From an optimization exercise on the open Yosys and OpenROAD flow, aimed at small area, a short achievable clock period and few clock cycles; shortcuts taken in it are not production practice.
The RTL was checked by simulation tests, not by an equivalence proof against the original design.
Power is estimated from default activity; no workload was simulated.

===== flow/design.v =====
`timescale 1ns/1ps
module rdma_meta_validator (
    input  wire        iClk,
    input  wire        iRst,
    input  wire [15:0] i_payload_len,
    input  wire [31:0] i_src_ip,
    input  wire [31:0] i_dst_ip,
    input  wire [15:0] i_src_port,
    input  wire [15:0] i_dst_port,
    input  wire [7:0]  i_flags,
    input  wire [7:0]  i_endpoint_id,
    input  wire        i_valid,
    output reg         o_ready,
    output reg  [15:0] o_payload_len,
    output reg  [31:0] o_src_ip,
    output reg  [31:0] o_dst_ip,
    output reg  [15:0] o_src_port,
    output reg  [15:0] o_dst_port,
    output reg  [7:0]  o_flags,
    output reg  [7:0]  o_endpoint_id,
    output reg         o_valid,
    input  wire        i_ready,
    output reg         o_error,
    output reg  [3:0]  o_error_code
);
    localparam [3:0] ERR_NONE           = 4'h0,
                     ERR_PAYLOAD_ZERO   = 4'h1,
                     ERR_PAYLOAD_LARGE  = 4'h2,
                     ERR_SRC_IP_ZERO    = 4'h3,
                     ERR_DST_IP_ZERO    = 4'h4,
                     ERR_SRC_PORT_ZERO  = 4'h5,
                     ERR_DST_PORT_ZERO  = 4'h6;
    localparam [1:0] IDLE     = 2'b00,
                     VALIDATE = 2'b01,
                     FORWARD  = 2'b10,
                     ERROR_ST = 2'b11;
    reg [1:0] state;
    reg       meta_ok;      
    reg [3:0] meta_code;    
    localparam [15:0] MAX_PAYLOAD = 16'd1472;
    wire valid_payload_len = (i_payload_len != 16'd0) && (i_payload_len <= MAX_PAYLOAD);
    wire valid_src_ip      = (i_src_ip != 32'd0);
    wire valid_dst_ip      = (i_dst_ip != 32'd0);
    wire valid_src_port    = (i_src_port != 16'd0);
    wire valid_dst_port    = (i_dst_port != 16'd0);
    wire all_valid         = valid_payload_len && valid_src_ip && valid_dst_ip && 
                             valid_src_port && valid_dst_port;
    function [3:0] get_error_code;
        input [15:0] len;
        input [31:0] sip, dip;
        input [15:0] sport, dport;
        begin
            if (len == 16'd0)
                get_error_code = ERR_PAYLOAD_ZERO;
            else if (len > MAX_PAYLOAD)
                get_error_code = ERR_PAYLOAD_LARGE;
            else if (sip == 32'd0)
                get_error_code = ERR_SRC_IP_ZERO;
            else if (dip == 32'd0)
                get_error_code = ERR_DST_IP_ZERO;
            else if (sport == 16'd0)
                get_error_code = ERR_SRC_PORT_ZERO;
            else if (dport == 16'd0)
                get_error_code = ERR_DST_PORT_ZERO;
            else
                get_error_code = ERR_NONE;
        end
    endfunction
    always @(posedge iClk) begin
        if (!iRst) begin
            state        <= IDLE;
            o_ready      <= 1'b0;
            o_valid      <= 1'b0;
            o_error      <= 1'b0;
            o_error_code <= ERR_NONE;
            o_payload_len <= 16'd0;
            o_src_ip     <= 32'd0;
            o_dst_ip     <= 32'd0;
            o_src_port   <= 16'd0;
            o_dst_port   <= 16'd0;
            o_flags      <= 8'd0;
            o_endpoint_id <= 8'd0;
        end else begin
            case (state)
                IDLE: begin
                    o_ready <= 1'b1;
                    o_valid <= 1'b0;
                    o_error <= 1'b0;
                    o_error_code <= ERR_NONE;
                    if (i_valid && o_ready) begin
                        o_payload_len <= i_payload_len;
                        o_src_ip      <= i_src_ip;
                        o_dst_ip      <= i_dst_ip;
                        o_src_port    <= i_src_port;
                        o_dst_port    <= i_dst_port;
                        o_flags       <= i_flags;
                        o_endpoint_id <= i_endpoint_id;
                        meta_ok       <= all_valid;
                        meta_code     <= get_error_code(i_payload_len, i_src_ip,
                                                        i_dst_ip, i_src_port, i_dst_port);
                        o_ready <= 1'b0;
                        state <= VALIDATE;
                    end
                end
                VALIDATE: begin
                    if (meta_ok) begin
                        o_valid       <= 1'b1;
                        state         <= FORWARD;
                    end else begin
                        o_error      <= 1'b1;
                        o_error_code <= meta_code;
                        state        <= ERROR_ST;
                    end
                end
                FORWARD: begin
                    if (i_ready && o_valid) begin
                        o_valid <= 1'b0;
                        state   <= IDLE;
                    end
                end
                ERROR_ST: begin
                    o_error <= 1'b0;
                    state   <= IDLE;
                end
                default: state <= IDLE;
            endcase
        end
    end
endmodule
`timescale 1ns/1ps
module ip_eth_tx_64_rdma #(
    parameter [47:0] SRC_MAC = 48'h123456789ABC,
    parameter [47:0] DST_MAC = 48'h000A35010203
)(
    input  wire        iClk,
    input  wire        iRst,
    input  wire        s_hdr_valid,
    output wire        s_hdr_ready,
    input  wire [15:0] s_payload_len,
    input  wire [31:0] s_src_ip,
    input  wire [31:0] s_dst_ip,
    input  wire [15:0] s_src_port,
    input  wire [15:0] s_dst_port,
    input  wire [31:0] s_payload_tdata,
    input  wire [3:0]  s_payload_tkeep,
    input  wire        s_payload_tvalid,
    output wire        s_payload_tready,
    input  wire        s_payload_tlast,
    input  wire        s_payload_tuser,
    output wire [31:0] m_eth_tdata,
    output wire [3:0]  m_eth_tkeep,
    output wire        m_eth_tvalid,
    input  wire        m_eth_tready,
    output wire        m_eth_tlast,
    output wire        m_eth_tuser,
    output wire        busy,
    output wire        error_payload_early_termination,
    output wire [2:0]  o_debug_state
);
localparam [3:0]
    ST_IDLE       = 4'd0,
    ST_HDR_0      = 4'd1,    
    ST_HDR_1      = 4'd2,    
    ST_HDR_2      = 4'd3,    
    ST_HDR_3      = 4'd4,    
    ST_HDR_4      = 4'd5,    
    ST_HDR_5      = 4'd6,    
    ST_HDR_6      = 4'd7,    
    ST_HDR_7      = 4'd8,    
    ST_HDR_8      = 4'd9,    
    ST_HDR_9      = 4'd10,   
    ST_TRANSITION = 4'd11,   
    ST_PAYLOAD    = 4'd12;   
reg [3:0] state_reg;
reg [15:0] payload_len_reg;
reg [31:0] src_ip_reg, dst_ip_reg;
reg [15:0] src_port_reg, dst_port_reg;
reg [15:0] total_len_reg;    
reg [15:0] udp_len_reg;      
reg [15:0] ip_id_reg;        
reg [15:0] ip_checksum_reg;  
reg [15:0] shift_reg;        
reg [2:0]  shift_count;      
reg        shift_valid;      
reg        last_pending;     
reg        last_tuser;       
reg [31:0] m_eth_tdata_reg;
reg [3:0]  m_eth_tkeep_reg;
reg        m_eth_tvalid_reg;
reg        m_eth_tlast_reg;
reg        m_eth_tuser_reg;
reg        s_hdr_ready_reg;
reg        s_payload_tready_reg;
reg        busy_reg;
reg        error_reg;
assign m_eth_tdata  = m_eth_tdata_reg;
assign m_eth_tkeep  = m_eth_tkeep_reg;
assign m_eth_tvalid = m_eth_tvalid_reg;
assign m_eth_tlast  = m_eth_tlast_reg;
assign m_eth_tuser  = m_eth_tuser_reg;
assign s_hdr_ready     = s_hdr_ready_reg;
assign s_payload_tready = s_payload_tready_reg && (!m_eth_tvalid_reg || m_eth_tready);
assign busy            = busy_reg;
assign error_payload_early_termination = error_reg;
assign o_debug_state   = state_reg[2:0];
wire [31:0] checksum_step1;
wire [31:0] checksum_step2;
wire [15:0] checksum_final;
assign checksum_step1 =
    16'h4500 +                               
    total_len_reg +                          
    ip_id_reg +                              
    16'h4000 +                               
    16'h4011 +                               
    src_ip_reg[31:16] + src_ip_reg[15:0] +   
    dst_ip_reg[31:16] + dst_ip_reg[15:0];    
assign checksum_step2 = checksum_step1[15:0] + checksum_step1[31:16];
assign checksum_final = ~(checksum_step2[15:0] + checksum_step2[16]);
wire [31:0] hdr_word0 = {
    DST_MAC[23:16], DST_MAC[31:24],              
    DST_MAC[39:32], DST_MAC[47:40]            
};
wire [31:0] hdr_word1 = {
    SRC_MAC[39:32], SRC_MAC[47:40],           
    DST_MAC[7:0], DST_MAC[15:8]            
};
wire [31:0] hdr_word2 = {
    SRC_MAC[7:0], SRC_MAC[15:8],              
    SRC_MAC[23:16], SRC_MAC[31:24]            
};
wire [31:0] hdr_word3 = {
    8'h00, 8'h45,                             
    8'h00, 8'h08                              
};
wire [31:0] hdr_word4 = {
    ip_id_reg[7:0], ip_id_reg[15:8],          
    total_len_reg[7:0], total_len_reg[15:8]   
};
wire [31:0] hdr_word5 = {
    8'h11, 8'h40,                             
    8'h00, 8'h40                              
};
wire [31:0] hdr_word6 = {
    src_ip_reg[23:16], src_ip_reg[31:24],     
    ip_checksum_reg[7:0], ip_checksum_reg[15:8]  
};
wire [31:0] hdr_word7 = {
    dst_ip_reg[23:16], dst_ip_reg[31:24],     
    src_ip_reg[7:0], src_ip_reg[15:8]         
};
wire [31:0] hdr_word8 = {
    src_port_reg[7:0], src_port_reg[15:8],    
    dst_ip_reg[7:0], dst_ip_reg[15:8]         
};
wire [31:0] hdr_word9 = {
    udp_len_reg[7:0], udp_len_reg[15:8],      
    dst_port_reg[7:0], dst_port_reg[15:8]     
};
function [2:0] count_ones;
    input [3:0] keep;
    begin
        count_ones = keep[0] + keep[1] + keep[2] + keep[3];
    end
endfunction
always @(posedge iClk) begin
    if (!iRst) begin
        state_reg <= ST_IDLE;
        m_eth_tdata_reg  <= 32'd0;
        m_eth_tkeep_reg  <= 4'd0;
        m_eth_tvalid_reg <= 1'b0;
        m_eth_tlast_reg  <= 1'b0;
        m_eth_tuser_reg  <= 1'b0;
        s_hdr_ready_reg     <= 1'b0;
        s_payload_tready_reg <= 1'b0;
        busy_reg            <= 1'b0;
        error_reg           <= 1'b0;
        payload_len_reg <= 16'd0;
        src_ip_reg      <= 32'd0;
        dst_ip_reg      <= 32'd0;
        src_port_reg    <= 16'd0;
        dst_port_reg    <= 16'd0;
        total_len_reg   <= 16'd0;
        udp_len_reg     <= 16'd0;
        ip_id_reg       <= 16'd1;
        ip_checksum_reg <= 16'd0;
        shift_reg    <= 16'd0;
        shift_count  <= 3'd0;
        shift_valid  <= 1'b0;
        last_pending <= 1'b0;
        last_tuser   <= 1'b0;
    end else begin
        error_reg <= 1'b0;
        if (m_eth_tvalid_reg && m_eth_tready) begin
            m_eth_tvalid_reg <= 1'b0;
            m_eth_tlast_reg  <= 1'b0;
        end
        case (state_reg)
            ST_IDLE: begin
                s_hdr_ready_reg <= 1'b1;
                s_payload_tready_reg <= 1'b0;
                busy_reg <= 1'b0;
                shift_valid <= 1'b0;
                last_pending <= 1'b0;
                if (s_hdr_valid && s_hdr_ready_reg) begin
                    payload_len_reg <= s_payload_len;
                    src_ip_reg      <= s_src_ip;
                    dst_ip_reg      <= s_dst_ip;
                    src_port_reg    <= s_src_port;
                    dst_port_reg    <= s_dst_port;
                    total_len_reg <= 16'd28 + s_payload_len;   
                    udp_len_reg   <= 16'd8 + s_payload_len;    
                    s_hdr_ready_reg <= 1'b0;
                    busy_reg <= 1'b1;
                    state_reg <= ST_HDR_0;
                end
            end
            ST_HDR_0: begin
                ip_checksum_reg <= checksum_final;
                if (!m_eth_tvalid_reg || m_eth_tready) begin
                    m_eth_tdata_reg  <= hdr_word0;
                    m_eth_tkeep_reg  <= 4'hF;
                    m_eth_tvalid_reg <= 1'b1;
                    m_eth_tlast_reg  <= 1'b0;
                    state_reg <= ST_HDR_1;
                end
            end
            ST_HDR_1: begin
                ip_checksum_reg <= checksum_final;
                if (!m_eth_tvalid_reg || m_eth_tready) begin
                    m_eth_tdata_reg  <= hdr_word1;
                    m_eth_tkeep_reg  <= 4'hF;
                    m_eth_tvalid_reg <= 1'b1;
                    state_reg <= ST_HDR_2;
                end
            end
            ST_HDR_2: begin
                if (!m_eth_tvalid_reg || m_eth_tready) begin
                    m_eth_tdata_reg  <= hdr_word2;
                    m_eth_tkeep_reg  <= 4'hF;
                    m_eth_tvalid_reg <= 1'b1;
                    state_reg <= ST_HDR_3;
                end
            end
            ST_HDR_3: begin
                if (!m_eth_tvalid_reg || m_eth_tready) begin
                    m_eth_tdata_reg  <= hdr_word3;
                    m_eth_tkeep_reg  <= 4'hF;
                    m_eth_tvalid_reg <= 1'b1;
                    state_reg <= ST_HDR_4;
                end
            end
            ST_HDR_4: begin
                if (!m_eth_tvalid_reg || m_eth_tready) begin
                    m_eth_tdata_reg  <= hdr_word4;
                    m_eth_tkeep_reg  <= 4'hF;
                    m_eth_tvalid_reg <= 1'b1;
                    state_reg <= ST_HDR_5;
                end
            end
            ST_HDR_5: begin
                if (!m_eth_tvalid_reg || m_eth_tready) begin
                    m_eth_tdata_reg  <= hdr_word5;
                    m_eth_tkeep_reg  <= 4'hF;
                    m_eth_tvalid_reg <= 1'b1;
                    state_reg <= ST_HDR_6;
                end
            end
            ST_HDR_6: begin
                if (!m_eth_tvalid_reg || m_eth_tready) begin
                    m_eth_tdata_reg  <= hdr_word6;
                    m_eth_tkeep_reg  <= 4'hF;
                    m_eth_tvalid_reg <= 1'b1;
                    state_reg <= ST_HDR_7;
                end
            end
            ST_HDR_7: begin
                if (!m_eth_tvalid_reg || m_eth_tready) begin
                    m_eth_tdata_reg  <= hdr_word7;
                    m_eth_tkeep_reg  <= 4'hF;
                    m_eth_tvalid_reg <= 1'b1;
                    state_reg <= ST_HDR_8;
                end
            end
            ST_HDR_8: begin
                if (!m_eth_tvalid_reg || m_eth_tready) begin
                    m_eth_tdata_reg  <= hdr_word8;
                    m_eth_tkeep_reg  <= 4'hF;
                    m_eth_tvalid_reg <= 1'b1;
                    state_reg <= ST_HDR_9;
                end
            end
            ST_HDR_9: begin
                if (!m_eth_tvalid_reg || m_eth_tready) begin
                    m_eth_tdata_reg  <= hdr_word9;
                    m_eth_tkeep_reg  <= 4'hF;
                    m_eth_tvalid_reg <= 1'b1;
                    s_payload_tready_reg <= 1'b1;   
                    state_reg <= ST_TRANSITION;
                end
            end
            ST_TRANSITION: begin
                if ((!m_eth_tvalid_reg || m_eth_tready) && s_payload_tvalid) begin
                    m_eth_tdata_reg <= {
                        s_payload_tdata[15:0],    
                        8'h00, 8'h00              
                    };
                    m_eth_tkeep_reg  <= 4'hF;
                    m_eth_tvalid_reg <= 1'b1;
                    shift_reg   <= s_payload_tdata[31:16];
                    shift_count <= 3'd2;
                    shift_valid <= 1'b1;
                    if (s_payload_tlast) begin
                        if (count_ones(s_payload_tkeep) <= 3'd2) begin
                            m_eth_tlast_reg <= 1'b1;
                            m_eth_tuser_reg <= s_payload_tuser;
                            m_eth_tkeep_reg <= {s_payload_tkeep[1:0], 2'b11};
                            s_payload_tready_reg <= 1'b0;
                            state_reg <= ST_IDLE;
                        end else begin
                            last_pending <= 1'b1;
                            last_tuser   <= s_payload_tuser;
                            shift_count <= count_ones(s_payload_tkeep) - 3'd2;
                            s_payload_tready_reg <= 1'b0;
                            state_reg <= ST_PAYLOAD;
                        end
                    end else begin
                        state_reg <= ST_PAYLOAD;
                    end
                end
            end
            ST_PAYLOAD: begin
                if (!m_eth_tvalid_reg || m_eth_tready) begin
                    if (last_pending) begin
                        m_eth_tdata_reg  <= {16'd0, shift_reg};
                        m_eth_tkeep_reg  <= (4'hF >> (3'd4 - shift_count));
                        m_eth_tvalid_reg <= 1'b1;
                        m_eth_tlast_reg  <= 1'b1;
                        m_eth_tuser_reg  <= last_tuser;
                        last_pending     <= 1'b0;
                        state_reg        <= ST_IDLE;
                    end else if (s_payload_tvalid) begin
                        m_eth_tdata_reg  <= {s_payload_tdata[15:0], shift_reg};
                        m_eth_tkeep_reg  <= 4'hF;
                        m_eth_tvalid_reg <= 1'b1;
                        shift_reg <= s_payload_tdata[31:16];
                        if (s_payload_tlast) begin
                            s_payload_tready_reg <= 1'b0;
                            if (count_ones(s_payload_tkeep) <= 3'd2) begin
                                m_eth_tkeep_reg <= {s_payload_tkeep[1:0], 2'b11};
                                m_eth_tlast_reg <= 1'b1;
                                m_eth_tuser_reg <= s_payload_tuser;
                                state_reg <= ST_IDLE;
                            end else begin
                                last_pending <= 1'b1;
                                last_tuser   <= s_payload_tuser;
                                shift_count <= count_ones(s_payload_tkeep) - 3'd2;
                            end
                        end
                    end
                end
            end
            default: state_reg <= ST_IDLE;
        endcase
        if (m_eth_tvalid_reg && m_eth_tready && m_eth_tlast_reg) begin
            ip_id_reg <= ip_id_reg + 16'd1;
        end
    end
end
endmodule
`timescale 1ns/1ps
module rdma_ip_encap_integrated #(
    parameter [47:0] SRC_MAC = 48'h123456789ABC,
    parameter [47:0] DST_MAC = 48'h000A35010203
)(
    input  wire        iClk,
    input  wire        iRst,
    input  wire [15:0] i_meta_payload_len,
    input  wire [31:0] i_meta_src_ip,
    input  wire [31:0] i_meta_dst_ip,
    input  wire [15:0] i_meta_src_port,
    input  wire [15:0] i_meta_dst_port,
    input  wire [7:0]  i_meta_flags,
    input  wire [7:0]  i_meta_endpoint_id,
    input  wire        i_meta_valid,
    output wire        o_meta_ready,
    input  wire [31:0] i_payload_axis_tdata,
    input  wire [3:0]  i_payload_axis_tkeep,
    input  wire        i_payload_axis_tvalid,
    output wire        o_payload_axis_tready,
    input  wire        i_payload_axis_tlast,
    input  wire        i_payload_axis_tuser,
    output wire [31:0] o_axis_tdata,
    output wire [3:0]  o_axis_tkeep,
    output wire        o_axis_tvalid,
    input  wire        i_axis_tready,
    output wire        o_axis_tlast,
    output wire        o_axis_tuser,
    output wire        o_error,
    output wire [3:0]  o_error_code,
    output wire        o_busy,
    output wire [2:0]  o_debug_state
);
wire [15:0] w_val_payload_len;
wire [31:0] w_val_src_ip;
wire [31:0] w_val_dst_ip;
wire [15:0] w_val_src_port;
wire [15:0] w_val_dst_port;
wire [7:0]  w_val_flags;
wire [7:0]  w_val_endpoint_id;
wire        w_val_valid;
wire        w_val_ready;
rdma_meta_validator u_validator (
    .iClk(iClk),
    .iRst(iRst),
    .i_payload_len(i_meta_payload_len),
    .i_src_ip(i_meta_src_ip),
    .i_dst_ip(i_meta_dst_ip),
    .i_src_port(i_meta_src_port),
    .i_dst_port(i_meta_dst_port),
    .i_flags(i_meta_flags),
    .i_endpoint_id(i_meta_endpoint_id),
    .i_valid(i_meta_valid),
    .o_ready(o_meta_ready),
    .o_payload_len(w_val_payload_len),
    .o_src_ip(w_val_src_ip),
    .o_dst_ip(w_val_dst_ip),
    .o_src_port(w_val_src_port),
    .o_dst_port(w_val_dst_port),
    .o_flags(w_val_flags),
    .o_endpoint_id(w_val_endpoint_id),
    .o_valid(w_val_valid),
    .i_ready(w_val_ready),
    .o_error(o_error),
    .o_error_code(o_error_code)
);
ip_eth_tx_64_rdma #(
    .SRC_MAC(SRC_MAC),
    .DST_MAC(DST_MAC)
) u_streaming_tx (
    .iClk(iClk),
    .iRst(iRst),
    .s_hdr_valid(w_val_valid),
    .s_hdr_ready(w_val_ready),
    .s_payload_len(w_val_payload_len),
    .s_src_ip(w_val_src_ip),
    .s_dst_ip(w_val_dst_ip),
    .s_src_port(w_val_src_port),
    .s_dst_port(w_val_dst_port),
    .s_payload_tdata(i_payload_axis_tdata),
    .s_payload_tkeep(i_payload_axis_tkeep),
    .s_payload_tvalid(i_payload_axis_tvalid),
    .s_payload_tready(o_payload_axis_tready),
    .s_payload_tlast(i_payload_axis_tlast),
    .s_payload_tuser(i_payload_axis_tuser),
    .m_eth_tdata(o_axis_tdata),
    .m_eth_tkeep(o_axis_tkeep),
    .m_eth_tvalid(o_axis_tvalid),
    .m_eth_tready(i_axis_tready),
    .m_eth_tlast(o_axis_tlast),
    .m_eth_tuser(o_axis_tuser),
    .busy(o_busy),
    .error_payload_early_termination(),
    .o_debug_state()
);
assign o_debug_state = 3'b000;
endmodule

===== flow/run.sh =====
#!/bin/bash
# synth_recipe.tcl (not shown) runs the flow's synth.tcl, then flattens the netlist and writes it again
# the make line also repeats each setting of config.mk as NAME=value (left out here)
make -C /OpenROAD-flow-scripts/flow DESIGN_CONFIG=/design/flow/config.mk WORK_HOME=/design/flow/orfs CLKGATE_MAP_FILE= SYNTH_SCRIPT=/design/flow/synth_recipe.tcl finish

===== flow/config.mk =====
export PLATFORM = sky130hd
export DESIGN_NAME = rdma_ip_encap_integrated
export DESIGN_NICKNAME = rdma_ip_encap_integrated
export VERILOG_FILES = /design/flow/design.v
export SDC_FILE = /design/flow/constraint.sdc
export NUM_CORES = 4
export LEC_CHECK = 0
export CAP_MARGIN = 20
export CORE_MARGIN = 2
export CORE_UTILIZATION = 40
export SLEW_MARGIN = 20

===== flow/constraint.sdc =====
create_clock -name core_clock -period 11.0 [get_ports {iClk}]
set_input_delay 2.2000 -clock core_clock [delete_from_list [all_inputs] [get_ports {iClk}]]
set_output_delay 2.2000 -clock core_clock [all_outputs]
set_load 0.01 [all_outputs]

==> results_dict.tcl <==
set metrics [dict create \
    async_flop_share 0 \
    syn_area_um2 17700 \
    hp-start "u_validator.o_dst_ip[14]$_SDFFE_PN0P_" \
    grt_max_degree 88 \
    cts.path.max_buffers 3 \
    endpoint_kind "flop" \
    numCtsBuffers 39 \
    yosys.area_share.adder 0.115 \
    synth_compound_area_frac 0.221 \
    timing.fmax_mhz 109 \
    crit_top_cell "fa_1" \
    synthTopCellsByArea "dfxtp_1, fa_1, nand2_1, a22o_1, a21oi_1" \
    yosysUniqueCellTypes 88 \
    synthTopCellsByCount "dfxtp_1, nand2_1, a21oi_1, nor2_1, clkbuf_1" \
    synth_top_family_by_area "compound AO/OA/AOI/OAI gates" \
    grt_pass1_vias 15000 \
    grt_setup_unrepaired "no" \
    synth_edf_count 4 \
    status "finished clean" \
    fill_cells 4258 \
    ys_seq_area_frac 0.396 \
    dp_hpwl_um 47400 \
    synth_mux_area_frac 0.0133 \
    core_um2 44000 \
    total_leakage_power_uw 0.00783 \
    crit_required_ns 11.49 \
    yosysMostFrequentCell "dfxtp_1" \
    setup_viol 0 \
    synth_top_area_frac 0.389 \
    grt-ovfl-total 0 \
    drv_cap 0 \
    finalHoldViolations 0 \
    h-tree-depth 2 \
    vias_per_cell 5.67 \
    num_rows 77 \
    cts_root_buffer "clkbuf_16" \
    path_max_fanout 7 \
    power_per_cell_area_nw_per_um2 170 \
    irDropWorstVdd_uv 137 \
    avgSynthCellArea_um2 8.78 \
    preCtsSetupSlack_ns 2.01 \
    drtAntennaViolNets 0 \
    grt_first_pass_wirelength_um 92700 \
    finalWorstSetupSlack_ns 1.85 \
    ctsHoldBuffers 0 \
    yosys.area_share.simple 0.163 \
    cp_num_buf_inv 2 \
    drive_above_1_share 0.0614 \
    hold_slack_ns 0.446 \
    slowest_stage "fa_1" \
    clk_pin_slew_ns 0.06 \
    place_area_um2 20200 \
    cts.sinks 349 \
    die-area_um2 46100 \
    crit_start "u_streaming_tx.src_ip_reg[4]$_SDFFE_PN0P_" \
    crit_family "adder cells" \
    tightestPinTransition_ns 1.05 \
    avgRoutedWirePerCell_um 22.2 \
    period_minus_slack_ns 9.15 \
    drv_slew 0 \
    final_core_util 0.488 \
    drt-initial-drc-count 1571 \
    place.port_buffers 200 \
    ys.flop_type "dfxtp_1" \
    clk-insertion-delay-late_ns 0.57 \
    fin_crit_sh 0.831 \
    syn_inst 2022 \
    gp_congestion 0.977 \
    ys_ff_latch 349 \
    ys_warn_count 2 \
    max_slew_margin 0.296 \
    fin_skew_ns 0.0244 \
    min_path_type "flop to flop" \
    final_design_area_no_fill_um2 21500 \
    cp.arrival_ns 9.64 \
    initial_core_util 0.403 \
    routed_wl_um 61700 \
    fin_tns_setup_ns 0 \
    die_h_um 215 \
    gr-usage-all-layers 0.263 \
    crit_type "flop to flop" \
    route.vias.total 15700 \
    cts_tree "built" \
    cts_resized 0 \
    cpPeakStageDelay_ns 0.53 \
    area_growth_syn_to_layout_pct 21.2 \
    drc 0 \
    r2r_start "u_streaming_tx.src_ip_reg[4]$_SDFFE_PN0P_" \
    post_cts_buffers 0 \
    cp-start-kind "flop" \
    drt_first_pass_iters 7 \
    yosysTopAreaCell "dfxtp_1" \
    num-nets-final 2446 \
    die_w_um 215 \
    antenna_found_initial 1 \
    io_pins 221 \
    synth_xor_area_frac 0.0386 \
]
## cells by family (layout without fill, tap and decap cells)
family	Yosys count	after routing
mux	23	23
compound gates	562	562
fa+ha+maj	124	124
other cells	1	5
simple gates	645	645
flops	349	349
buf+inv	245	401
xor+xnor	73	73
## where the power goes
group          switching (µW)  total (µW)  internal, µW  leakage, µW
Sequential                105        1480          1380      0.00283
Combinational             503         838           334      0.00436
Clock                     565        1340           776     0.000643
## path summary, 6_finish.rpt
| check | slack, ns | to | cells past startpoint |
|---|---|---|---|
| max | 1.85 | u_streaming_tx.ip_checksum_reg[15]$_SDFFE_PN0N_ | 33 |
| min | 0.45 | u_streaming_tx.dst_ip_reg[14]$_SDFFE_PN0P_ | 2 |
| min reg2reg | 0.45 | u_streaming_tx.dst_ip_reg[14]$_SDFFE_PN0P_ | 2 |
| max reg2reg | 1.85 | u_streaming_tx.ip_checksum_reg[15]$_SDFFE_PN0N_ | 33 |
## placed cells by master (no fill, tap or decap), types with 6 or more instances in the layout
cell type | synthesis | routed
a211oi_1 | 27 | 26
a21o_1 | 8 | 8
a21oi_1 | 179 | 179
a222oi_1 | 13 | 13
a22o_1 | 115 | 115
a22oi_1 | 72 | 72
a31oi_1 | 11 | 11
and3_1 | 13 | 13
buf_4 | 5 | 23
clkbuf_1 | 130 | 7
clkbuf_16 | 0 | 39
clkbuf_8 | 0 | 6
clkdlybuf4s50_1 | 0 | 200
clkinv_2 | 0 | 7
dfxtp_1 | 345 | 345
fa_1 | 64 | 64
ha_1 | 60 | 60
inv_1 | 106 | 106
mux2i_1 | 18 | 18
nand2_1 | 300 | 300
nand2b_1 | 14 | 14
nand3_1 | 34 | 33
nand4_1 | 17 | 17
nor2_1 | 154 | 150
nor2b_1 | 17 | 17
nor3_1 | 26 | 23
nor4_1 | 27 | 27
o211ai_1 | 12 | 12
o21ai_0 | 54 | 54
o21bai_1 | 8 | 8
or3_1 | 7 | 7
xnor2_1 | 47 | 47
xor2_1 | 23 | 23
## final cells by class
| cell class | instances | area [µm²] | area share |
|---|---|---|---|
| well taps | 592 | 741 | 0.0345 |
| diodes | 1 | 2.50 | 0.000116 |
| clock buffers | 52 | 1080 | 0.0505 |
| clock inverters | 19 | 221 | 0.0103 |
| inverters | 107 | 407 | 0.0189 |
| repair buffers | 223 | 2170 | 0.101 |
| flip-flops and latches | 349 | 7030 | 0.327 |
| multi-input cells | 1431 | 9840 | 0.458 |
## routing by layer
metal	vias up	GRT usage	routed length (µm)
met5	-	0	13
met4	2	0.0926	2000
met3	110	0.0505	4830
met2	612	0.411	27600
met1	7614	0.364	27300
li1	7391	-	-
## worst min-delay path, cell delays in order, from the launching register on
cell and delay (ns):
dfxtp_1 0.30, nand2_1 0.05, a21oi_1 0.05
## through the flow
step / std cells / total power [µW]
floorplan: 2025 / 2010
global placement: 2702 / 2320
detailed placement: 2702 / 2330
CTS: 2773 / 3670
global route: 2773 / 3830
finish: 2774 / 3660
Testbench counts, summed over its fixed seeds: cycles 76,799.

-- what the ideal ports hide --
How much do the figures lean on ideal ports? The routed layout below was timed once more, with nothing changed but the port constraints.
Step 1: set_driving_cell puts a clkbuf_16 on iClk and a buf_2 on each other input, an assumption about the parent block.
Step 2 also shifts input and output timing later by t, the mid clock arrival at the registers, as if the neighbouring blocks saw the same clock.
Three values: ideal ports, drivers, drivers and shift; two values: the first two.
t, ns: 0.621
setup slack, ns: 1.854 / 1.854 / 1.854
worst slew at a driven data input, ns: 0.05
After both steps this run still meets setup and hold. For this run, drivers alone change the setup slack by 0.000 ns; drivers and shift together by 0.000 ns.
